Context: an optimization exercise on an open-source flow, tuned for small area and a short achievable clock period. The choices shown serve that exercise and are no tape-out recipe.
Function not checked in this run: the RTL went through the layout flow alone.
No activity file was given, so power comes from the tool's default toggle rates.

==> design.v <==
`timescale 1ns / 1ps
module g_inv    (input a, output y);                  assign y = ~a;                             endmodule
module g_buf    (input a, output y);                  assign y = a;                              endmodule
module g_nand2  (input a, b, output y);               assign y = ~(a & b);                       endmodule
module g_nor2   (input a, b, output y);               assign y = ~(a | b);                       endmodule
module g_and2   (input a, b, output y);               assign y = a & b;                          endmodule
module g_or2    (input a, b, output y);               assign y = a | b;                          endmodule
module g_nand2b (input an, b, output y);              assign y = ~(~an & b);                     endmodule
module g_a21oi  (input a1, a2, b1, output y);         assign y = ~((a1 & a2) | b1);              endmodule
module g_o21ai  (input a1, a2, b1, output y);         assign y = ~((a1 | a2) & b1);              endmodule
module g_a21o   (input a1, a2, b1, output y);         assign y = (a1 & a2) | b1;                 endmodule
module g_o21a   (input a1, a2, b1, output y);         assign y = (a1 | a2) & b1;                 endmodule
module g_o22ai  (input a1, a2, b1, b2, output y);     assign y = ~((a1 | a2) & (b1 | b2));       endmodule
module g_xor2   (input a, b, output y);               assign y = a ^ b;                          endmodule
module g_xnor2  (input a, b, output y);               assign y = ~(a ^ b);                       endmodule
module g_mux2i  (input a0, a1, s, output y);          assign y = ~(s ? a1 : a0);                 endmodule
module g_nand3  (input a, b, c, output y);            assign y = ~(a & b & c);                   endmodule
module g_a31oi  (input a1, a2, a3, b1, output y);     assign y = ~((a1 & a2 & a3) | b1);         endmodule
module g_a32oi  (input a1, a2, a3, b1, b2, output y); assign y = ~((a1 & a2 & a3) | (b1 & b2));   endmodule
`timescale 1ns / 1ps
module Nbit_ALU(r1, r2, r3, ALUop);
parameter n = 32;
input  [n-1:0] r2, r3;
input  [2:0]   ALUop;
output [n-1:0] r1;
wire x01;
g_xor2 u_x01 (.a(ALUop[0]), .b(ALUop[1]), .y(x01));
wire op1n;
g_inv u_op1n (.a(ALUop[1]), .y(op1n));
wire t0n_0;
g_mux2i u_t0n_0 (.a0(ALUop[0]), .a1(ALUop[1]), .s(ALUop[2]), .y(t0n_0));
wire t0n_1;
g_mux2i u_t0n_1 (.a0(ALUop[0]), .a1(ALUop[1]), .s(ALUop[2]), .y(t0n_1));
wire t0n_2;
g_mux2i u_t0n_2 (.a0(ALUop[0]), .a1(ALUop[1]), .s(ALUop[2]), .y(t0n_2));
wire t0n_3;
g_mux2i u_t0n_3 (.a0(ALUop[0]), .a1(ALUop[1]), .s(ALUop[2]), .y(t0n_3));
wire t1n_0;
g_mux2i u_t1n_0 (.a0(x01), .a1(op1n), .s(ALUop[2]), .y(t1n_0));
wire t1n_1;
g_mux2i u_t1n_1 (.a0(x01), .a1(op1n), .s(ALUop[2]), .y(t1n_1));
wire t1n_2;
g_mux2i u_t1n_2 (.a0(x01), .a1(op1n), .s(ALUop[2]), .y(t1n_2));
wire t1n_3;
g_mux2i u_t1n_3 (.a0(x01), .a1(op1n), .s(ALUop[2]), .y(t1n_3));
wire esn_0;
g_o21a u_esn_0 (.a1(ALUop[1]), .a2(ALUop[0]), .b1(ALUop[2]), .y(esn_0));
wire esn_1;
g_o21a u_esn_1 (.a1(ALUop[1]), .a2(ALUop[0]), .b1(ALUop[2]), .y(esn_1));
wire esn_2;
g_o21a u_esn_2 (.a1(ALUop[1]), .a2(ALUop[0]), .b1(ALUop[2]), .y(esn_2));
wire esn_3;
g_o21a u_esn_3 (.a1(ALUop[1]), .a2(ALUop[0]), .b1(ALUop[2]), .y(esn_3));
wire ecn_0;
g_nand2b u_ecn_0 (.an(ALUop[1]), .b(ALUop[2]), .y(ecn_0));
wire ecn_1;
g_nand2b u_ecn_1 (.an(ALUop[1]), .b(ALUop[2]), .y(ecn_1));
wire ecn_2;
g_nand2b u_ecn_2 (.an(ALUop[1]), .b(ALUop[2]), .y(ecn_2));
wire ecn_3;
g_nand2b u_ecn_3 (.an(ALUop[1]), .b(ALUop[2]), .y(ecn_3));
wire enn_0;
g_nand2b u_enn_0 (.an(ALUop[2]), .b(ALUop[1]), .y(enn_0));
wire enn_1;
g_nand2b u_enn_1 (.an(ALUop[2]), .b(ALUop[1]), .y(enn_1));
wire enn_2;
g_nand2b u_enn_2 (.an(ALUop[2]), .b(ALUop[1]), .y(enn_2));
wire enn_3;
g_nand2b u_enn_3 (.an(ALUop[2]), .b(ALUop[1]), .y(enn_3));
wire en_d;
g_inv u_en_d (.a(enn_0), .y(en_d));
wire en_0;
g_buf u_en_0 (.a(en_d), .y(en_0));
wire en_1;
g_buf u_en_1 (.a(en_d), .y(en_1));
wire en_2;
g_buf u_en_2 (.a(en_d), .y(en_2));
wire en_3;
g_buf u_en_3 (.a(en_d), .y(en_3));
wire op01n;
g_nand2 u_op01n (.a(ALUop[0]), .b(ALUop[1]), .y(op01n));
wire sub;
g_nor2 u_sub (.a(ALUop[2]), .b(op01n), .y(sub));
wire op12n;
g_nand2 u_op12n (.a(ALUop[1]), .b(ALUop[2]), .y(op12n));
wire slt;
g_nor2 u_slt (.a(ALUop[0]), .b(op12n), .y(slt));
wire bb0;
g_mux2i u_bb0 (.a0(t0n_0), .a1(t1n_0), .s(r3[0]), .y(bb0));
wire gn0;
g_nand2 u_gn0 (.a(r2[0]), .b(bb0), .y(gn0));
wire tn0;
g_nor2 u_tn0 (.a(r2[0]), .b(bb0), .y(tn0));
wire pn0;
g_nand2b u_pn0 (.an(tn0), .b(gn0), .y(pn0));
wire y0;
g_o22ai u_y0 (.a1(gn0), .a2(ecn_0), .b1(pn0), .b2(esn_0), .y(y0));
wire bb1;
g_mux2i u_bb1 (.a0(t0n_0), .a1(t1n_0), .s(r3[1]), .y(bb1));
wire gn1;
g_nand2 u_gn1 (.a(r2[1]), .b(bb1), .y(gn1));
wire tn1;
g_nor2 u_tn1 (.a(r2[1]), .b(bb1), .y(tn1));
wire pn1;
g_nand2b u_pn1 (.an(tn1), .b(gn1), .y(pn1));
wire y1;
g_o22ai u_y1 (.a1(gn1), .a2(ecn_0), .b1(pn1), .b2(esn_0), .y(y1));
wire bb2;
g_mux2i u_bb2 (.a0(t0n_0), .a1(t1n_0), .s(r3[2]), .y(bb2));
wire gn2;
g_nand2 u_gn2 (.a(r2[2]), .b(bb2), .y(gn2));
wire tn2;
g_nor2 u_tn2 (.a(r2[2]), .b(bb2), .y(tn2));
wire pn2;
g_nand2b u_pn2 (.an(tn2), .b(gn2), .y(pn2));
wire y2;
g_o22ai u_y2 (.a1(gn2), .a2(ecn_0), .b1(pn2), .b2(esn_0), .y(y2));
wire bb3;
g_mux2i u_bb3 (.a0(t0n_0), .a1(t1n_0), .s(r3[3]), .y(bb3));
wire gn3;
g_nand2 u_gn3 (.a(r2[3]), .b(bb3), .y(gn3));
wire tn3;
g_nor2 u_tn3 (.a(r2[3]), .b(bb3), .y(tn3));
wire pn3;
g_nand2b u_pn3 (.an(tn3), .b(gn3), .y(pn3));
wire y3;
g_o22ai u_y3 (.a1(gn3), .a2(ecn_0), .b1(pn3), .b2(esn_0), .y(y3));
wire bb4;
g_mux2i u_bb4 (.a0(t0n_0), .a1(t1n_0), .s(r3[4]), .y(bb4));
wire gn4;
g_nand2 u_gn4 (.a(r2[4]), .b(bb4), .y(gn4));
wire tn4;
g_nor2 u_tn4 (.a(r2[4]), .b(bb4), .y(tn4));
wire pn4;
g_nand2b u_pn4 (.an(tn4), .b(gn4), .y(pn4));
wire y4;
g_o22ai u_y4 (.a1(gn4), .a2(ecn_0), .b1(pn4), .b2(esn_0), .y(y4));
wire bb5;
g_mux2i u_bb5 (.a0(t0n_0), .a1(t1n_0), .s(r3[5]), .y(bb5));
wire gn5;
g_nand2 u_gn5 (.a(r2[5]), .b(bb5), .y(gn5));
wire tn5;
g_nor2 u_tn5 (.a(r2[5]), .b(bb5), .y(tn5));
wire pn5;
g_nand2b u_pn5 (.an(tn5), .b(gn5), .y(pn5));
wire y5;
g_o22ai u_y5 (.a1(gn5), .a2(ecn_0), .b1(pn5), .b2(esn_0), .y(y5));
wire bb6;
g_mux2i u_bb6 (.a0(t0n_0), .a1(t1n_0), .s(r3[6]), .y(bb6));
wire gn6;
g_nand2 u_gn6 (.a(r2[6]), .b(bb6), .y(gn6));
wire tn6;
g_nor2 u_tn6 (.a(r2[6]), .b(bb6), .y(tn6));
wire pn6;
g_nand2b u_pn6 (.an(tn6), .b(gn6), .y(pn6));
wire y6;
g_o22ai u_y6 (.a1(gn6), .a2(ecn_0), .b1(pn6), .b2(esn_0), .y(y6));
wire bb7;
g_mux2i u_bb7 (.a0(t0n_0), .a1(t1n_0), .s(r3[7]), .y(bb7));
wire gn7;
g_nand2 u_gn7 (.a(r2[7]), .b(bb7), .y(gn7));
wire tn7;
g_nor2 u_tn7 (.a(r2[7]), .b(bb7), .y(tn7));
wire pn7;
g_nand2b u_pn7 (.an(tn7), .b(gn7), .y(pn7));
wire y7;
g_o22ai u_y7 (.a1(gn7), .a2(ecn_0), .b1(pn7), .b2(esn_0), .y(y7));
wire bb8;
g_mux2i u_bb8 (.a0(t0n_1), .a1(t1n_1), .s(r3[8]), .y(bb8));
wire gn8;
g_nand2 u_gn8 (.a(r2[8]), .b(bb8), .y(gn8));
wire tn8;
g_nor2 u_tn8 (.a(r2[8]), .b(bb8), .y(tn8));
wire pn8;
g_nand2b u_pn8 (.an(tn8), .b(gn8), .y(pn8));
wire y8;
g_o22ai u_y8 (.a1(gn8), .a2(ecn_1), .b1(pn8), .b2(esn_1), .y(y8));
wire bb9;
g_mux2i u_bb9 (.a0(t0n_1), .a1(t1n_1), .s(r3[9]), .y(bb9));
wire gn9;
g_nand2 u_gn9 (.a(r2[9]), .b(bb9), .y(gn9));
wire tn9;
g_nor2 u_tn9 (.a(r2[9]), .b(bb9), .y(tn9));
wire pn9;
g_nand2b u_pn9 (.an(tn9), .b(gn9), .y(pn9));
wire y9;
g_o22ai u_y9 (.a1(gn9), .a2(ecn_1), .b1(pn9), .b2(esn_1), .y(y9));
wire bb10;
g_mux2i u_bb10 (.a0(t0n_1), .a1(t1n_1), .s(r3[10]), .y(bb10));
wire gn10;
g_nand2 u_gn10 (.a(r2[10]), .b(bb10), .y(gn10));
wire tn10;
g_nor2 u_tn10 (.a(r2[10]), .b(bb10), .y(tn10));
wire pn10;
g_nand2b u_pn10 (.an(tn10), .b(gn10), .y(pn10));
wire y10;
g_o22ai u_y10 (.a1(gn10), .a2(ecn_1), .b1(pn10), .b2(esn_1), .y(y10));
wire bb11;
g_mux2i u_bb11 (.a0(t0n_1), .a1(t1n_1), .s(r3[11]), .y(bb11));
wire gn11;
g_nand2 u_gn11 (.a(r2[11]), .b(bb11), .y(gn11));
wire tn11;
g_nor2 u_tn11 (.a(r2[11]), .b(bb11), .y(tn11));
wire pn11;
g_nand2b u_pn11 (.an(tn11), .b(gn11), .y(pn11));
wire y11;
g_o22ai u_y11 (.a1(gn11), .a2(ecn_1), .b1(pn11), .b2(esn_1), .y(y11));
wire bb12;
g_mux2i u_bb12 (.a0(t0n_1), .a1(t1n_1), .s(r3[12]), .y(bb12));
wire gn12;
g_nand2 u_gn12 (.a(r2[12]), .b(bb12), .y(gn12));
wire tn12;
g_nor2 u_tn12 (.a(r2[12]), .b(bb12), .y(tn12));
wire pn12;
g_nand2b u_pn12 (.an(tn12), .b(gn12), .y(pn12));
wire y12;
g_o22ai u_y12 (.a1(gn12), .a2(ecn_1), .b1(pn12), .b2(esn_1), .y(y12));
wire bb13;
g_mux2i u_bb13 (.a0(t0n_1), .a1(t1n_1), .s(r3[13]), .y(bb13));
wire gn13;
g_nand2 u_gn13 (.a(r2[13]), .b(bb13), .y(gn13));
wire tn13;
g_nor2 u_tn13 (.a(r2[13]), .b(bb13), .y(tn13));
wire pn13;
g_nand2b u_pn13 (.an(tn13), .b(gn13), .y(pn13));
wire y13;
g_o22ai u_y13 (.a1(gn13), .a2(ecn_1), .b1(pn13), .b2(esn_1), .y(y13));
wire bb14;
g_mux2i u_bb14 (.a0(t0n_1), .a1(t1n_1), .s(r3[14]), .y(bb14));
wire gn14;
g_nand2 u_gn14 (.a(r2[14]), .b(bb14), .y(gn14));
wire tn14;
g_nor2 u_tn14 (.a(r2[14]), .b(bb14), .y(tn14));
wire pn14;
g_nand2b u_pn14 (.an(tn14), .b(gn14), .y(pn14));
wire y14;
g_o22ai u_y14 (.a1(gn14), .a2(ecn_1), .b1(pn14), .b2(esn_1), .y(y14));
wire bb15;
g_mux2i u_bb15 (.a0(t0n_1), .a1(t1n_1), .s(r3[15]), .y(bb15));
wire gn15;
g_nand2 u_gn15 (.a(r2[15]), .b(bb15), .y(gn15));
wire tn15;
g_nor2 u_tn15 (.a(r2[15]), .b(bb15), .y(tn15));
wire pn15;
g_nand2b u_pn15 (.an(tn15), .b(gn15), .y(pn15));
wire y15;
g_o22ai u_y15 (.a1(gn15), .a2(ecn_1), .b1(pn15), .b2(esn_1), .y(y15));
wire bb16;
g_mux2i u_bb16 (.a0(t0n_2), .a1(t1n_2), .s(r3[16]), .y(bb16));
wire gn16;
g_nand2 u_gn16 (.a(r2[16]), .b(bb16), .y(gn16));
wire tn16;
g_nor2 u_tn16 (.a(r2[16]), .b(bb16), .y(tn16));
wire pn16;
g_nand2b u_pn16 (.an(tn16), .b(gn16), .y(pn16));
wire y16;
g_o22ai u_y16 (.a1(gn16), .a2(ecn_2), .b1(pn16), .b2(esn_2), .y(y16));
wire bb17;
g_mux2i u_bb17 (.a0(t0n_2), .a1(t1n_2), .s(r3[17]), .y(bb17));
wire gn17;
g_nand2 u_gn17 (.a(r2[17]), .b(bb17), .y(gn17));
wire tn17;
g_nor2 u_tn17 (.a(r2[17]), .b(bb17), .y(tn17));
wire pn17;
g_nand2b u_pn17 (.an(tn17), .b(gn17), .y(pn17));
wire y17;
g_o22ai u_y17 (.a1(gn17), .a2(ecn_2), .b1(pn17), .b2(esn_2), .y(y17));
wire bb18;
g_mux2i u_bb18 (.a0(t0n_2), .a1(t1n_2), .s(r3[18]), .y(bb18));
wire gn18;
g_nand2 u_gn18 (.a(r2[18]), .b(bb18), .y(gn18));
wire tn18;
g_nor2 u_tn18 (.a(r2[18]), .b(bb18), .y(tn18));
wire pn18;
g_nand2b u_pn18 (.an(tn18), .b(gn18), .y(pn18));
wire y18;
g_o22ai u_y18 (.a1(gn18), .a2(ecn_2), .b1(pn18), .b2(esn_2), .y(y18));
wire bb19;
g_mux2i u_bb19 (.a0(t0n_2), .a1(t1n_2), .s(r3[19]), .y(bb19));
wire gn19;
g_nand2 u_gn19 (.a(r2[19]), .b(bb19), .y(gn19));
wire tn19;
g_nor2 u_tn19 (.a(r2[19]), .b(bb19), .y(tn19));
wire pn19;
g_nand2b u_pn19 (.an(tn19), .b(gn19), .y(pn19));
wire y19;
g_o22ai u_y19 (.a1(gn19), .a2(ecn_2), .b1(pn19), .b2(esn_2), .y(y19));
wire bb20;
g_mux2i u_bb20 (.a0(t0n_2), .a1(t1n_2), .s(r3[20]), .y(bb20));
wire gn20;
g_nand2 u_gn20 (.a(r2[20]), .b(bb20), .y(gn20));
wire tn20;
g_nor2 u_tn20 (.a(r2[20]), .b(bb20), .y(tn20));
wire pn20;
g_nand2b u_pn20 (.an(tn20), .b(gn20), .y(pn20));
wire y20;
g_o22ai u_y20 (.a1(gn20), .a2(ecn_2), .b1(pn20), .b2(esn_2), .y(y20));
wire bb21;
g_mux2i u_bb21 (.a0(t0n_2), .a1(t1n_2), .s(r3[21]), .y(bb21));
wire gn21;
g_nand2 u_gn21 (.a(r2[21]), .b(bb21), .y(gn21));
wire tn21;
g_nor2 u_tn21 (.a(r2[21]), .b(bb21), .y(tn21));
wire pn21;
g_nand2b u_pn21 (.an(tn21), .b(gn21), .y(pn21));
wire y21;
g_o22ai u_y21 (.a1(gn21), .a2(ecn_2), .b1(pn21), .b2(esn_2), .y(y21));
wire bb22;
g_mux2i u_bb22 (.a0(t0n_2), .a1(t1n_2), .s(r3[22]), .y(bb22));
wire gn22;
g_nand2 u_gn22 (.a(r2[22]), .b(bb22), .y(gn22));
wire tn22;
g_nor2 u_tn22 (.a(r2[22]), .b(bb22), .y(tn22));
wire pn22;
g_nand2b u_pn22 (.an(tn22), .b(gn22), .y(pn22));
wire y22;
g_o22ai u_y22 (.a1(gn22), .a2(ecn_2), .b1(pn22), .b2(esn_2), .y(y22));
wire bb23;
g_mux2i u_bb23 (.a0(t0n_2), .a1(t1n_2), .s(r3[23]), .y(bb23));
wire gn23;
g_nand2 u_gn23 (.a(r2[23]), .b(bb23), .y(gn23));
wire tn23;
g_nor2 u_tn23 (.a(r2[23]), .b(bb23), .y(tn23));
wire pn23;
g_nand2b u_pn23 (.an(tn23), .b(gn23), .y(pn23));
wire y23;
g_o22ai u_y23 (.a1(gn23), .a2(ecn_2), .b1(pn23), .b2(esn_2), .y(y23));
wire bb24;
g_mux2i u_bb24 (.a0(t0n_3), .a1(t1n_3), .s(r3[24]), .y(bb24));
wire gn24;
g_nand2 u_gn24 (.a(r2[24]), .b(bb24), .y(gn24));
wire tn24;
g_nor2 u_tn24 (.a(r2[24]), .b(bb24), .y(tn24));
wire pn24;
g_nand2b u_pn24 (.an(tn24), .b(gn24), .y(pn24));
wire y24;
g_o22ai u_y24 (.a1(gn24), .a2(ecn_3), .b1(pn24), .b2(esn_3), .y(y24));
wire bb25;
g_mux2i u_bb25 (.a0(t0n_3), .a1(t1n_3), .s(r3[25]), .y(bb25));
wire gn25;
g_nand2 u_gn25 (.a(r2[25]), .b(bb25), .y(gn25));
wire tn25;
g_nor2 u_tn25 (.a(r2[25]), .b(bb25), .y(tn25));
wire pn25;
g_nand2b u_pn25 (.an(tn25), .b(gn25), .y(pn25));
wire y25;
g_o22ai u_y25 (.a1(gn25), .a2(ecn_3), .b1(pn25), .b2(esn_3), .y(y25));
wire bb26;
g_mux2i u_bb26 (.a0(t0n_3), .a1(t1n_3), .s(r3[26]), .y(bb26));
wire gn26;
g_nand2 u_gn26 (.a(r2[26]), .b(bb26), .y(gn26));
wire tn26;
g_nor2 u_tn26 (.a(r2[26]), .b(bb26), .y(tn26));
wire pn26;
g_nand2b u_pn26 (.an(tn26), .b(gn26), .y(pn26));
wire y26;
g_o22ai u_y26 (.a1(gn26), .a2(ecn_3), .b1(pn26), .b2(esn_3), .y(y26));
wire bb27;
g_mux2i u_bb27 (.a0(t0n_3), .a1(t1n_3), .s(r3[27]), .y(bb27));
wire gn27;
g_nand2 u_gn27 (.a(r2[27]), .b(bb27), .y(gn27));
wire tn27;
g_nor2 u_tn27 (.a(r2[27]), .b(bb27), .y(tn27));
wire pn27;
g_nand2b u_pn27 (.an(tn27), .b(gn27), .y(pn27));
wire y27;
g_o22ai u_y27 (.a1(gn27), .a2(ecn_3), .b1(pn27), .b2(esn_3), .y(y27));
wire bb28;
g_mux2i u_bb28 (.a0(t0n_3), .a1(t1n_3), .s(r3[28]), .y(bb28));
wire gn28;
g_nand2 u_gn28 (.a(r2[28]), .b(bb28), .y(gn28));
wire tn28;
g_nor2 u_tn28 (.a(r2[28]), .b(bb28), .y(tn28));
wire pn28;
g_nand2b u_pn28 (.an(tn28), .b(gn28), .y(pn28));
wire y28;
g_o22ai u_y28 (.a1(gn28), .a2(ecn_3), .b1(pn28), .b2(esn_3), .y(y28));
wire bb29;
g_mux2i u_bb29 (.a0(t0n_3), .a1(t1n_3), .s(r3[29]), .y(bb29));
wire gn29;
g_nand2 u_gn29 (.a(r2[29]), .b(bb29), .y(gn29));
wire tn29;
g_nor2 u_tn29 (.a(r2[29]), .b(bb29), .y(tn29));
wire pn29;
g_nand2b u_pn29 (.an(tn29), .b(gn29), .y(pn29));
wire y29;
g_o22ai u_y29 (.a1(gn29), .a2(ecn_3), .b1(pn29), .b2(esn_3), .y(y29));
wire bb30;
g_mux2i u_bb30 (.a0(t0n_3), .a1(t1n_3), .s(r3[30]), .y(bb30));
wire gn30;
g_nand2 u_gn30 (.a(r2[30]), .b(bb30), .y(gn30));
wire tn30;
g_nor2 u_tn30 (.a(r2[30]), .b(bb30), .y(tn30));
wire pn30;
g_nand2b u_pn30 (.an(tn30), .b(gn30), .y(pn30));
wire y30;
g_o22ai u_y30 (.a1(gn30), .a2(ecn_3), .b1(pn30), .b2(esn_3), .y(y30));
wire bb31;
g_mux2i u_bb31 (.a0(t0n_3), .a1(t1n_3), .s(r3[31]), .y(bb31));
wire gn31;
g_nand2 u_gn31 (.a(r2[31]), .b(bb31), .y(gn31));
wire tn31;
g_nor2 u_tn31 (.a(r2[31]), .b(bb31), .y(tn31));
wire pn31;
g_nand2b u_pn31 (.an(tn31), .b(gn31), .y(pn31));
wire y31;
g_o22ai u_y31 (.a1(gn31), .a2(ecn_3), .b1(pn31), .b2(esn_3), .y(y31));
wire G0n;
g_o21a u_G0n (.a1(tn0), .a2(t0n_0), .b1(gn0), .y(G0n));
wire G1_1;
g_o21ai u_G1_1 (.a1(tn1), .a2(G0n), .b1(gn1), .y(G1_1));
wire G1_3;
g_o21ai u_G1_3 (.a1(tn3), .a2(gn2), .b1(gn3), .y(G1_3));
wire T1_3;
g_nor2 u_T1_3 (.a(tn3), .b(tn2), .y(T1_3));
wire G1_5;
g_o21ai u_G1_5 (.a1(tn5), .a2(gn4), .b1(gn5), .y(G1_5));
wire T1_5;
g_nor2 u_T1_5 (.a(tn5), .b(tn4), .y(T1_5));
wire G1_7;
g_o21ai u_G1_7 (.a1(tn7), .a2(gn6), .b1(gn7), .y(G1_7));
wire T1_7;
g_nor2 u_T1_7 (.a(tn7), .b(tn6), .y(T1_7));
wire G1_9;
g_o21ai u_G1_9 (.a1(tn9), .a2(gn8), .b1(gn9), .y(G1_9));
wire T1_9;
g_nor2 u_T1_9 (.a(tn9), .b(tn8), .y(T1_9));
wire G1_11;
g_o21ai u_G1_11 (.a1(tn11), .a2(gn10), .b1(gn11), .y(G1_11));
wire T1_11;
g_nor2 u_T1_11 (.a(tn11), .b(tn10), .y(T1_11));
wire G1_13;
g_o21ai u_G1_13 (.a1(tn13), .a2(gn12), .b1(gn13), .y(G1_13));
wire T1_13;
g_nor2 u_T1_13 (.a(tn13), .b(tn12), .y(T1_13));
wire G1_15;
g_o21ai u_G1_15 (.a1(tn15), .a2(gn14), .b1(gn15), .y(G1_15));
wire T1_15;
g_nor2 u_T1_15 (.a(tn15), .b(tn14), .y(T1_15));
wire G1_17;
g_o21ai u_G1_17 (.a1(tn17), .a2(gn16), .b1(gn17), .y(G1_17));
wire T1_17;
g_nor2 u_T1_17 (.a(tn17), .b(tn16), .y(T1_17));
wire G1_19;
g_o21ai u_G1_19 (.a1(tn19), .a2(gn18), .b1(gn19), .y(G1_19));
wire T1_19;
g_nor2 u_T1_19 (.a(tn19), .b(tn18), .y(T1_19));
wire G1_21;
g_o21ai u_G1_21 (.a1(tn21), .a2(gn20), .b1(gn21), .y(G1_21));
wire T1_21;
g_nor2 u_T1_21 (.a(tn21), .b(tn20), .y(T1_21));
wire G1_23;
g_o21ai u_G1_23 (.a1(tn23), .a2(gn22), .b1(gn23), .y(G1_23));
wire T1_23;
g_nor2 u_T1_23 (.a(tn23), .b(tn22), .y(T1_23));
wire G1_25;
g_o21ai u_G1_25 (.a1(tn25), .a2(gn24), .b1(gn25), .y(G1_25));
wire T1_25;
g_nor2 u_T1_25 (.a(tn25), .b(tn24), .y(T1_25));
wire G1_27;
g_o21ai u_G1_27 (.a1(tn27), .a2(gn26), .b1(gn27), .y(G1_27));
wire T1_27;
g_nor2 u_T1_27 (.a(tn27), .b(tn26), .y(T1_27));
wire G1_29;
g_o21ai u_G1_29 (.a1(tn29), .a2(gn28), .b1(gn29), .y(G1_29));
wire T1_29;
g_nor2 u_T1_29 (.a(tn29), .b(tn28), .y(T1_29));
wire G2_3;
g_a21oi u_G2_3 (.a1(T1_3), .a2(G1_1), .b1(G1_3), .y(G2_3));
wire G2_7;
g_a21oi u_G2_7 (.a1(T1_7), .a2(G1_5), .b1(G1_7), .y(G2_7));
wire T2_7;
g_nand2 u_T2_7 (.a(T1_7), .b(T1_5), .y(T2_7));
wire G2_11;
g_a21oi u_G2_11 (.a1(T1_11), .a2(G1_9), .b1(G1_11), .y(G2_11));
wire T2_11;
g_nand2 u_T2_11 (.a(T1_11), .b(T1_9), .y(T2_11));
wire G2_15;
g_a21oi u_G2_15 (.a1(T1_15), .a2(G1_13), .b1(G1_15), .y(G2_15));
wire T2_15;
g_nand2 u_T2_15 (.a(T1_15), .b(T1_13), .y(T2_15));
wire G2_19;
g_a21oi u_G2_19 (.a1(T1_19), .a2(G1_17), .b1(G1_19), .y(G2_19));
wire T2_19;
g_nand2 u_T2_19 (.a(T1_19), .b(T1_17), .y(T2_19));
wire G2_23;
g_a21oi u_G2_23 (.a1(T1_23), .a2(G1_21), .b1(G1_23), .y(G2_23));
wire T2_23;
g_nand2 u_T2_23 (.a(T1_23), .b(T1_21), .y(T2_23));
wire G2_27;
g_a21oi u_G2_27 (.a1(T1_27), .a2(G1_25), .b1(G1_27), .y(G2_27));
wire T2_27;
g_nand2 u_T2_27 (.a(T1_27), .b(T1_25), .y(T2_27));
wire n_G1_5;
g_inv u_n_G1_5 (.a(G1_5), .y(n_G1_5));
wire n_T1_5;
g_inv u_n_T1_5 (.a(T1_5), .y(n_T1_5));
wire G3_5;
g_o21ai u_G3_5 (.a1(n_T1_5), .a2(G2_3), .b1(n_G1_5), .y(G3_5));
wire G3_7;
g_o21ai u_G3_7 (.a1(T2_7), .a2(G2_3), .b1(G2_7), .y(G3_7));
wire n_G1_13;
g_inv u_n_G1_13 (.a(G1_13), .y(n_G1_13));
wire n_T1_13;
g_inv u_n_T1_13 (.a(T1_13), .y(n_T1_13));
wire G3_13;
g_o21ai u_G3_13 (.a1(n_T1_13), .a2(G2_11), .b1(n_G1_13), .y(G3_13));
wire T3_13;
g_nor2 u_T3_13 (.a(n_T1_13), .b(T2_11), .y(T3_13));
wire G3_15;
g_o21ai u_G3_15 (.a1(T2_15), .a2(G2_11), .b1(G2_15), .y(G3_15));
wire T3_15;
g_nor2 u_T3_15 (.a(T2_15), .b(T2_11), .y(T3_15));
wire n_G1_21;
g_inv u_n_G1_21 (.a(G1_21), .y(n_G1_21));
wire n_T1_21;
g_inv u_n_T1_21 (.a(T1_21), .y(n_T1_21));
wire G3_21;
g_o21ai u_G3_21 (.a1(n_T1_21), .a2(G2_19), .b1(n_G1_21), .y(G3_21));
wire T3_21;
g_nor2 u_T3_21 (.a(n_T1_21), .b(T2_19), .y(T3_21));
wire G3_23;
g_o21ai u_G3_23 (.a1(T2_23), .a2(G2_19), .b1(G2_23), .y(G3_23));
wire T3_23;
g_nor2 u_T3_23 (.a(T2_23), .b(T2_19), .y(T3_23));
wire n_G1_29;
g_inv u_n_G1_29 (.a(G1_29), .y(n_G1_29));
wire n_T1_29;
g_inv u_n_T1_29 (.a(T1_29), .y(n_T1_29));
wire G3_29;
g_o21ai u_G3_29 (.a1(n_T1_29), .a2(G2_27), .b1(n_G1_29), .y(G3_29));
wire T3_29;
g_nor2 u_T3_29 (.a(n_T1_29), .b(T2_27), .y(T3_29));
wire G4_9;
g_a21oi u_G4_9 (.a1(T1_9), .a2(G3_7), .b1(G1_9), .y(G4_9));
wire n_G2_11;
g_inv u_n_G2_11 (.a(G2_11), .y(n_G2_11));
wire n_T2_11;
g_inv u_n_T2_11 (.a(T2_11), .y(n_T2_11));
wire G4_11;
g_a21oi u_G4_11 (.a1(n_T2_11), .a2(G3_7), .b1(n_G2_11), .y(G4_11));
wire G4_13;
g_a21oi u_G4_13 (.a1(T3_13), .a2(G3_7), .b1(G3_13), .y(G4_13));
wire G4_15;
g_a21oi u_G4_15 (.a1(T3_15), .a2(G3_7), .b1(G3_15), .y(G4_15));
wire G4_25;
g_a21oi u_G4_25 (.a1(T1_25), .a2(G3_23), .b1(G1_25), .y(G4_25));
wire T4_25;
g_nand2 u_T4_25 (.a(T1_25), .b(T3_23), .y(T4_25));
wire n_G2_27;
g_inv u_n_G2_27 (.a(G2_27), .y(n_G2_27));
wire n_T2_27;
g_inv u_n_T2_27 (.a(T2_27), .y(n_T2_27));
wire G4_27;
g_a21oi u_G4_27 (.a1(n_T2_27), .a2(G3_23), .b1(n_G2_27), .y(G4_27));
wire T4_27;
g_nand2 u_T4_27 (.a(n_T2_27), .b(T3_23), .y(T4_27));
wire G4_29;
g_a21oi u_G4_29 (.a1(T3_29), .a2(G3_23), .b1(G3_29), .y(G4_29));
wire T4_29;
g_nand2 u_T4_29 (.a(T3_29), .b(T3_23), .y(T4_29));
wire n_G1_17;
g_inv u_n_G1_17 (.a(G1_17), .y(n_G1_17));
wire n_T1_17;
g_inv u_n_T1_17 (.a(T1_17), .y(n_T1_17));
wire G5_17;
g_o21ai u_G5_17 (.a1(n_T1_17), .a2(G4_15), .b1(n_G1_17), .y(G5_17));
wire G5_19;
g_o21ai u_G5_19 (.a1(T2_19), .a2(G4_15), .b1(G2_19), .y(G5_19));
wire n_G3_21;
g_inv u_n_G3_21 (.a(G3_21), .y(n_G3_21));
wire n_T3_21;
g_inv u_n_T3_21 (.a(T3_21), .y(n_T3_21));
wire G5_21;
g_o21ai u_G5_21 (.a1(n_T3_21), .a2(G4_15), .b1(n_G3_21), .y(G5_21));
wire n_G3_23;
g_inv u_n_G3_23 (.a(G3_23), .y(n_G3_23));
wire n_T3_23;
g_inv u_n_T3_23 (.a(T3_23), .y(n_T3_23));
wire G5_23;
g_o21ai u_G5_23 (.a1(n_T3_23), .a2(G4_15), .b1(n_G3_23), .y(G5_23));
wire G5_25;
g_o21ai u_G5_25 (.a1(T4_25), .a2(G4_15), .b1(G4_25), .y(G5_25));
wire G5_27;
g_o21ai u_G5_27 (.a1(T4_27), .a2(G4_15), .b1(G4_27), .y(G5_27));
wire G5_29;
g_o21ai u_G5_29 (.a1(T4_29), .a2(G4_15), .b1(G4_29), .y(G5_29));
wire n_gn2;
g_inv u_n_gn2 (.a(gn2), .y(n_gn2));
wire n_tn2;
g_inv u_n_tn2 (.a(tn2), .y(n_tn2));
wire kn3;
g_a32oi u_kn3 (.a1(n_tn2), .a2(G1_1), .a3(en_0), .b1(n_gn2), .b2(en_0), .y(kn3));
wire G6_4;
g_o21ai u_G6_4 (.a1(tn4), .a2(G2_3), .b1(gn4), .y(G6_4));
wire n_gn6;
g_inv u_n_gn6 (.a(gn6), .y(n_gn6));
wire n_tn6;
g_inv u_n_tn6 (.a(tn6), .y(n_tn6));
wire kn7;
g_a32oi u_kn7 (.a1(n_tn6), .a2(G3_5), .a3(en_0), .b1(n_gn6), .b2(en_0), .y(kn7));
wire n_gn8;
g_inv u_n_gn8 (.a(gn8), .y(n_gn8));
wire n_tn8;
g_inv u_n_tn8 (.a(tn8), .y(n_tn8));
wire kn9;
g_a32oi u_kn9 (.a1(n_tn8), .a2(G3_7), .a3(en_1), .b1(n_gn8), .b2(en_1), .y(kn9));
wire G6_10;
g_o21ai u_G6_10 (.a1(tn10), .a2(G4_9), .b1(gn10), .y(G6_10));
wire G6_12;
g_o21ai u_G6_12 (.a1(tn12), .a2(G4_11), .b1(gn12), .y(G6_12));
wire G6_14;
g_o21ai u_G6_14 (.a1(tn14), .a2(G4_13), .b1(gn14), .y(G6_14));
wire G6_16;
g_o21ai u_G6_16 (.a1(tn16), .a2(G4_15), .b1(gn16), .y(G6_16));
wire n_gn18;
g_inv u_n_gn18 (.a(gn18), .y(n_gn18));
wire n_tn18;
g_inv u_n_tn18 (.a(tn18), .y(n_tn18));
wire kn19;
g_a32oi u_kn19 (.a1(n_tn18), .a2(G5_17), .a3(en_2), .b1(n_gn18), .b2(en_2), .y(kn19));
wire n_gn20;
g_inv u_n_gn20 (.a(gn20), .y(n_gn20));
wire n_tn20;
g_inv u_n_tn20 (.a(tn20), .y(n_tn20));
wire kn21;
g_a32oi u_kn21 (.a1(n_tn20), .a2(G5_19), .a3(en_2), .b1(n_gn20), .b2(en_2), .y(kn21));
wire n_gn22;
g_inv u_n_gn22 (.a(gn22), .y(n_gn22));
wire n_tn22;
g_inv u_n_tn22 (.a(tn22), .y(n_tn22));
wire kn23;
g_a32oi u_kn23 (.a1(n_tn22), .a2(G5_21), .a3(en_2), .b1(n_gn22), .b2(en_2), .y(kn23));
wire n_gn24;
g_inv u_n_gn24 (.a(gn24), .y(n_gn24));
wire n_tn24;
g_inv u_n_tn24 (.a(tn24), .y(n_tn24));
wire kn25;
g_a32oi u_kn25 (.a1(n_tn24), .a2(G5_23), .a3(en_3), .b1(n_gn24), .b2(en_3), .y(kn25));
wire n_gn26;
g_inv u_n_gn26 (.a(gn26), .y(n_gn26));
wire n_tn26;
g_inv u_n_tn26 (.a(tn26), .y(n_tn26));
wire kn27;
g_a32oi u_kn27 (.a1(n_tn26), .a2(G5_25), .a3(en_3), .b1(n_gn26), .b2(en_3), .y(kn27));
wire n_gn28;
g_inv u_n_gn28 (.a(gn28), .y(n_gn28));
wire n_tn28;
g_inv u_n_tn28 (.a(tn28), .y(n_tn28));
wire kn29;
g_a32oi u_kn29 (.a1(n_tn28), .a2(G5_27), .a3(en_3), .b1(n_gn28), .b2(en_3), .y(kn29));
wire n_gn30;
g_inv u_n_gn30 (.a(gn30), .y(n_gn30));
wire n_tn30;
g_inv u_n_tn30 (.a(tn30), .y(n_tn30));
wire G6_30;
g_a21oi u_G6_30 (.a1(n_tn30), .a2(G5_29), .b1(n_gn30), .y(G6_30));
wire k1;
g_nor2 u_k1 (.a(G0n), .b(enn_0), .y(k1));
g_xor2 u_r1 (.a(y1), .b(k1), .y(r1[1]));
wire kn2;
g_nand2 u_kn2 (.a(G1_1), .b(en_0), .y(kn2));
g_xnor2 u_r2 (.a(y2), .b(kn2), .y(r1[2]));
g_xnor2 u_r3 (.a(y3), .b(kn3), .y(r1[3]));
wire k4;
g_nor2 u_k4 (.a(G2_3), .b(enn_0), .y(k4));
g_xor2 u_r4 (.a(y4), .b(k4), .y(r1[4]));
wire kn5;
g_nand2 u_kn5 (.a(G6_4), .b(en_0), .y(kn5));
g_xnor2 u_r5 (.a(y5), .b(kn5), .y(r1[5]));
wire kn6;
g_nand2 u_kn6 (.a(G3_5), .b(en_0), .y(kn6));
g_xnor2 u_r6 (.a(y6), .b(kn6), .y(r1[6]));
g_xnor2 u_r7 (.a(y7), .b(kn7), .y(r1[7]));
wire kn8;
g_nand2 u_kn8 (.a(G3_7), .b(en_1), .y(kn8));
g_xnor2 u_r8 (.a(y8), .b(kn8), .y(r1[8]));
g_xnor2 u_r9 (.a(y9), .b(kn9), .y(r1[9]));
wire k10;
g_nor2 u_k10 (.a(G4_9), .b(enn_1), .y(k10));
g_xor2 u_r10 (.a(y10), .b(k10), .y(r1[10]));
wire kn11;
g_nand2 u_kn11 (.a(G6_10), .b(en_1), .y(kn11));
g_xnor2 u_r11 (.a(y11), .b(kn11), .y(r1[11]));
wire k12;
g_nor2 u_k12 (.a(G4_11), .b(enn_1), .y(k12));
g_xor2 u_r12 (.a(y12), .b(k12), .y(r1[12]));
wire kn13;
g_nand2 u_kn13 (.a(G6_12), .b(en_1), .y(kn13));
g_xnor2 u_r13 (.a(y13), .b(kn13), .y(r1[13]));
wire k14;
g_nor2 u_k14 (.a(G4_13), .b(enn_1), .y(k14));
g_xor2 u_r14 (.a(y14), .b(k14), .y(r1[14]));
wire kn15;
g_nand2 u_kn15 (.a(G6_14), .b(en_1), .y(kn15));
g_xnor2 u_r15 (.a(y15), .b(kn15), .y(r1[15]));
wire k16;
g_nor2 u_k16 (.a(G4_15), .b(enn_2), .y(k16));
g_xor2 u_r16 (.a(y16), .b(k16), .y(r1[16]));
wire kn17;
g_nand2 u_kn17 (.a(G6_16), .b(en_2), .y(kn17));
g_xnor2 u_r17 (.a(y17), .b(kn17), .y(r1[17]));
wire kn18;
g_nand2 u_kn18 (.a(G5_17), .b(en_2), .y(kn18));
g_xnor2 u_r18 (.a(y18), .b(kn18), .y(r1[18]));
g_xnor2 u_r19 (.a(y19), .b(kn19), .y(r1[19]));
wire kn20;
g_nand2 u_kn20 (.a(G5_19), .b(en_2), .y(kn20));
g_xnor2 u_r20 (.a(y20), .b(kn20), .y(r1[20]));
g_xnor2 u_r21 (.a(y21), .b(kn21), .y(r1[21]));
wire kn22;
g_nand2 u_kn22 (.a(G5_21), .b(en_2), .y(kn22));
g_xnor2 u_r22 (.a(y22), .b(kn22), .y(r1[22]));
g_xnor2 u_r23 (.a(y23), .b(kn23), .y(r1[23]));
wire kn24;
g_nand2 u_kn24 (.a(G5_23), .b(en_3), .y(kn24));
g_xnor2 u_r24 (.a(y24), .b(kn24), .y(r1[24]));
g_xnor2 u_r25 (.a(y25), .b(kn25), .y(r1[25]));
wire kn26;
g_nand2 u_kn26 (.a(G5_25), .b(en_3), .y(kn26));
g_xnor2 u_r26 (.a(y26), .b(kn26), .y(r1[26]));
g_xnor2 u_r27 (.a(y27), .b(kn27), .y(r1[27]));
wire kn28;
g_nand2 u_kn28 (.a(G5_27), .b(en_3), .y(kn28));
g_xnor2 u_r28 (.a(y28), .b(kn28), .y(r1[28]));
g_xnor2 u_r29 (.a(y29), .b(kn29), .y(r1[29]));
wire kn30;
g_nand2 u_kn30 (.a(G5_29), .b(en_3), .y(kn30));
g_xnor2 u_r30 (.a(y30), .b(kn30), .y(r1[30]));
wire k31;
g_nor2 u_k31 (.a(G6_30), .b(enn_3), .y(k31));
g_xor2 u_r31 (.a(y31), .b(k31), .y(r1[31]));
wire x31n;
g_xnor2 u_x31n (.a(pn31), .b(G6_30), .y(x31n));
wire z0n;
g_xnor2 u_z0n (.a(y0), .b(sub), .y(z0n));
g_mux2i u_r0 (.a0(z0n), .a1(x31n), .s(slt), .y(r1[0]));
endmodule
`timescale 1ns / 1ps
module dff(q, d, clk);
input		d, clk;       
output reg	q;            
always @(posedge clk)
q<=d;
endmodule
`timescale 1ns / 1ps
module Nbit_Register(outo, ino, clk);
parameter n = 32;
input [n-1:0] ino;
output [n-1:0] outo;
input clk;
genvar i;
generate
for (i = 0; i < n; i = i + 1) begin: registerblk
dff Dflipflop(.q(outo[i]) , .d(ino[i]), .clk(clk) );
end
endgenerate
endmodule
`timescale 1ns / 1ps
module Nbit_ALU_Register (r2, r3, ALUop, r0, clk);
parameter n = 32;
input[n-1:0] r2, r3;
input[2:0] ALUop;
input clk;
output [n-1:0] r0;
wire[n-1:0] r1;
Nbit_ALU #(n) alu1 (.r1(r1), .r2(r2), .r3(r3), .ALUop(ALUop) );
Nbit_Register #(n) reg1 (.outo(r0), .ino(r1), .clk(clk) );
endmodule
==> flow/run.sh <==
#!/bin/bash
# Standard ORFS layout with two changes: the ports are buffered with buf_1 (instead of the
# delay buffer buffer_ports picks by default), and timing repair aims for a setup slack of
# 9.9 ns, so that it sizes the critical paths for a shorter period than the clock's.
set -euo pipefail
export BUFFER_PORTS_ARGS="-buffer_cell sky130_fd_sc_hd__buf_1"
export SETUP_SLACK_MARGIN=9.9
bash standard.sh > standard.log 2>&1
==> standard.sh <==
#!/bin/bash
# synth_recipe.tcl (not shown) runs the flow's synth.tcl, then flattens the netlist and writes it again
# the make line also repeats each setting of config.mk as NAME=value (left out here)
make -C /OpenROAD-flow-scripts/flow DESIGN_CONFIG=/design/flow/config.mk WORK_HOME=/design/flow/orfs CLKGATE_MAP_FILE= SYNTH_SCRIPT=/design/flow/synth_recipe.tcl "${@:-finish}"
==> config.mk <==
export PLATFORM = sky130hd
export DESIGN_NAME = Nbit_ALU_Register
export DESIGN_NICKNAME = Nbit_ALU_Register
export VERILOG_FILES = /design/flow/design.v
export SDC_FILE = /design/flow/constraint.sdc
export NUM_CORES = 4
export LEC_CHECK = 0
export CAP_MARGIN = 20
export CORE_MARGIN = 2
export CORE_UTILIZATION = 40
export GPL_TIMING_DRIVEN = 0
export SLEW_MARGIN = 20
export SYNTH_HIERARCHICAL = 1
export SYNTH_MINIMUM_KEEP_SIZE = 0
==> constraint.sdc <==
create_clock -name core_clock -period 15.5 [get_ports {clk}]
set_input_delay 3.1000 -clock core_clock [delete_from_list [all_inputs] [get_ports {clk}]]
set_output_delay 3.1000 -clock core_clock [all_outputs]
set_load 0.01 [all_outputs]
==> notes.md <==
share of cells above drive strength 1 0.0962; HPWL after detailed placement 5530 um; power per cell area between 90 and 100 nW/um2; via count ~3000; Biggest register reg1.registerblk.Dflipflop.q; leakage roughly 1.6 nW; WP data required 15680 ps; Worst EP arrival about 5500 ps; remaining global-route overflow 0; 1st-iter DRT viols 105; max FFs per register 32; wire length on met1 3490 um; Place WS 8500 ps; CP top delay family compound AO/OA/AOI/OAI gates; Post-layout nets 587; largest registers reg1.registerblk.Dflipflop.q (32); Clk pin slew, worst setup/hold paths around 80 ps; Hold Path Sink reg1.registerblk[7].Dflipflop.q; setup ws final around 10000 ps; CP Class input port to flop; Final Non-Filler Cells around 600; largest stage delay on the critical path approximately 280 ps; CP cell instances buf_4 -> xor2_4 -> mux2i_4 -> mux2i_1 -> nor2_1 -> o21a_1 -> o21ai_2 -> a21oi_2 -> o21ai_4 -> a21oi_4 -> buf_4 -> o21ai_1 -> a32oi_1 -> xnor2_1; Rows 30; normalized max-slew margin 0.474; first-pass GRT wire length ~12000 um; Slew @ Worst Pin 767 ps; Initial Util 0.416; gr usage total 0.191; Yosys top cell area share 0.226; multiplexer area fraction after synthesis 0.144; number of instances in the placed design around 600; met2 wire length between 3000 and 4000 um; Top Metal Used met4; Achievable Freq about 190 MHz; Met3 Routed Length between 300 and 400 um; critical path fanouts, max 20; Final period util 0.345; TritonCTS Buffers 5; sum of buffers and inverters on the critical path 2; Hold Crit Start r2[7]; Chip Width between 80 and 90 um; Final setup viols 0; Simple-Gate Fraction of Synth Area 0.244; total clock sinks 32; largest cells by area after synthesis dfxtp_1 (23%), mux2i_1 (14%), nand2b_1 (8.8%), xnor2_1 (8.0%), nor2_1 (7.9%); routed len/inst 12.0 um; vias in the first global route approximately 2700; CTS HTree Levels 2; Slowest-stage cell, CP xor2_4; largest net degree at the start of global routing 23; Final Instance Area roughly 3600 um2; peak supply drop roughly 0.000033 V; Synth area leader dfxtp_1; Final Max Tran Viols 0; antenna violations before repair 0; xor-xnor portion of the synthesized cell area 0.105; Area Growth Syn to Fin 26.8%; Final Hold Fails 0; RSZ-0062 raised after global routing no; GP Congestion around 0.86; Synthesis Warnings 7; total routed wirelength 7380 um; Die Ht 88.3 um; dpl cell area approximately 3300 um2; drt pass-1 iters 4; Worst Hold Class input port to flop; Cell variety after synth 14; port bufs 99; ANT nets after route 0; Vias/cell ~4.8; Net Count, Synth ~470; Seq/Total Area, Yosys 0.226; status timing/DRC/antenna clean; largest family of logic cells by synthesized area simple AND/OR/NAND/NOR gates; Avg Cell Area, Syn ~7.0 um2; Critical Path Sink Type flop; Mapped Cells around 400; minimum clock period around 5300 ps; post-synthesis compound-gate area fraction 0.218; hold depth 4; Top cell by count, worst path buf_4; number of I/O pins 100; Post-Synth Adder-Cell Area 0; CTS root buffer clkbuf_8; core area approximately 7000 um2; Max Cap Viol 0; Fillers between 700 and 800; DIE AREA slightly below 8000 um2; DRC 0; post-layout util 0.527; Max Buffers Root-to-Sink 2; synthesized area ~2800 um2; overall power 0.328 mW; Worst Setup Start Kind input port; Final TNS setup 0 ps; diode count 0; CTS tree done; Fin Hold WS ~3200 ps; Synth Register Bits 32
==> Yosys cell counts <==
master and count:
o21a_1 5, xnor2_1 26, a21oi_2 15, dfxtp_1 32, o22ai_1 32, nand2_1 58
nor2_1 60, o21ai_1 34, nand2b_1 40, buf_4 4, a32oi_1 9, inv_1 40
mux2i_1 41, xor2_1 8
==> worst max-delay path by stage <==
| stage | start | endpoint | slack [ps] | cells past startpoint |
|---|---|---|---|---|
| finish | ALUop[1] | reg1.registerblk[23].Dflipflop.q | 10160 | 14 |
| CTS | ALUop[1] | reg1.registerblk[0].Dflipflop.q | 9920 | 14 |
| global route | ALUop[2] | reg1.registerblk[0].Dflipflop.q | 9910 | 12 |
| floorplan | ALUop[1] | reg1.registerblk[0].Dflipflop.q | 9990 | 13 |
| detailed placement | ALUop[2] | reg1.registerblk[0].Dflipflop.q | 8500 | 13 |
| global placement | ALUop[2] | reg1.registerblk[0].Dflipflop.q | 8540 | 13 |
==> cell type report <==
| cell class | instances | area, um2 | share of cell area |
|---|---|---|---|
| repair buffers | 108 | 450 | 0.125 |
| well taps | 96 | 120 | 0.0334 |
| plain buffers | 4 | 30.0 | 0.00834 |
| clock inverters | 2 | 10.0 | 0.00278 |
| clock buffers | 6 | 82.6 | 0.0229 |
| inverters | 40 | 150 | 0.0417 |
| flip-flops and latches | 32 | 641 | 0.178 |
| multi-input cells | 328 | 2120 | 0.588 |
==> per-layer routing <==
| layer | up-vias | track usage |
|---|---|---|
| met5 | - | 0 |
| met4 | 0 | 0.0565 |
| met3 | 8 | 0.0382 |
| met2 | 78 | 0.329 |
| met1 | 1303 | 0.242 |
| li1 | 1597 | - |
==> cells by family after synthesis <==
logic type / Yosys count
simple gates: 158
xor+xnor: 34
mux: 41
compound gates: 95
flops: 32
buf+inv: 44
==> report_power, final <==
group / switching (mW) / internal, mW / total [mW] / leakage (nW)
Combinational: 0.0893 / 0.0620 / 0.151 / 1.25
Clock: 0.0356 / 0.0355 / 0.0711 / 0.0510
Sequential: 0.00437 / 0.101 / 0.105 / 0.270
Total: 0.129 / 0.198 / 0.328 / 1.57
==> per-module statistics from Yosys, one instance, submodules excluded, a selection <==
| module | copies in the design | area (um2) | cells inside | flip-flops and latches |
|---|---|---|---|---|
| dff | 32 | 20.0 | 1 | 1 |
| g_mux2i | 41 | 10.0 | 1 | 0 |
| g_a21oi | 15 | 8.76 | 1 | 0 |
| g_xor2 | 8 | 8.76 | 1 | 0 |
| g_o21a | 5 | 7.51 | 1 | 0 |
| g_buf | 4 | 7.51 | 1 | 0 |
| g_o22ai | 32 | 6.26 | 1 | 0 |
| g_o21ai | 34 | 5.00 | 1 | 0 |
| g_nor2 | 60 | 3.75 | 1 | 0 |
| g_nand2 | 58 | 3.75 | 1 | 0 |
==> placed cells by master (no fill, tap or decap), types with 2 or more instances in the layout <==
| master | instances |
|---|---|
| nor2_1 | 60 |
| buf_4 | 15 |
| nand2b_1 | 40 |
| a21oi_2 | 14 |
| clkinv_2 | 2 |
| mux2i_2 | 4 |
| o21ai_2 | 2 |
| mux2i_1 | 34 |
| xor2_1 | 7 |
| clkbuf_8 | 6 |
| dfxtp_1 | 32 |
| o21a_1 | 5 |
| inv_1 | 40 |
| a32oi_1 | 9 |
| mux2i_4 | 3 |
| xnor2_1 | 26 |
| o22ai_1 | 32 |
| o21ai_1 | 31 |
| buf_1 | 96 |
| nand2_1 | 58 |
==> what timing repair did <==
| item | in CTS | in global routing |
|---|---|---|
| buffers inserted | 0 | 9 |
| endpoints found under the setup margin | 26 | 15 |
| pin swaps | 0 | 4 |
| resized for setup | 18 | 8 |
| hold buffers | 0 | 0 |

==> static timing again, ports no longer ideal <==
No port has a modelled driver above. Below, the same layout with a new extraction and two added sets of constraints.
Step 1, drivers: a clkbuf_16 drives clk and a buf_2 each remaining input, both assumed.
Step 2 also shifts input and output timing later by t, the mid clock arrival at the registers, as if the neighbouring blocks saw the same clock.
Three values: no drivers, after step 1, after step 2; two values: the first two.
t, ns: 0.318
setup WS [ns]: 10.160 / 10.148 / 9.830
hold WS [ns]: 3.231 / 3.220 / 3.508
worst data-port slew with drivers (ns): 0.04
After both steps this run still meets setup and hold. For this run, drivers alone change the setup slack by -0.012 ns; drivers and shift together by -0.330 ns.
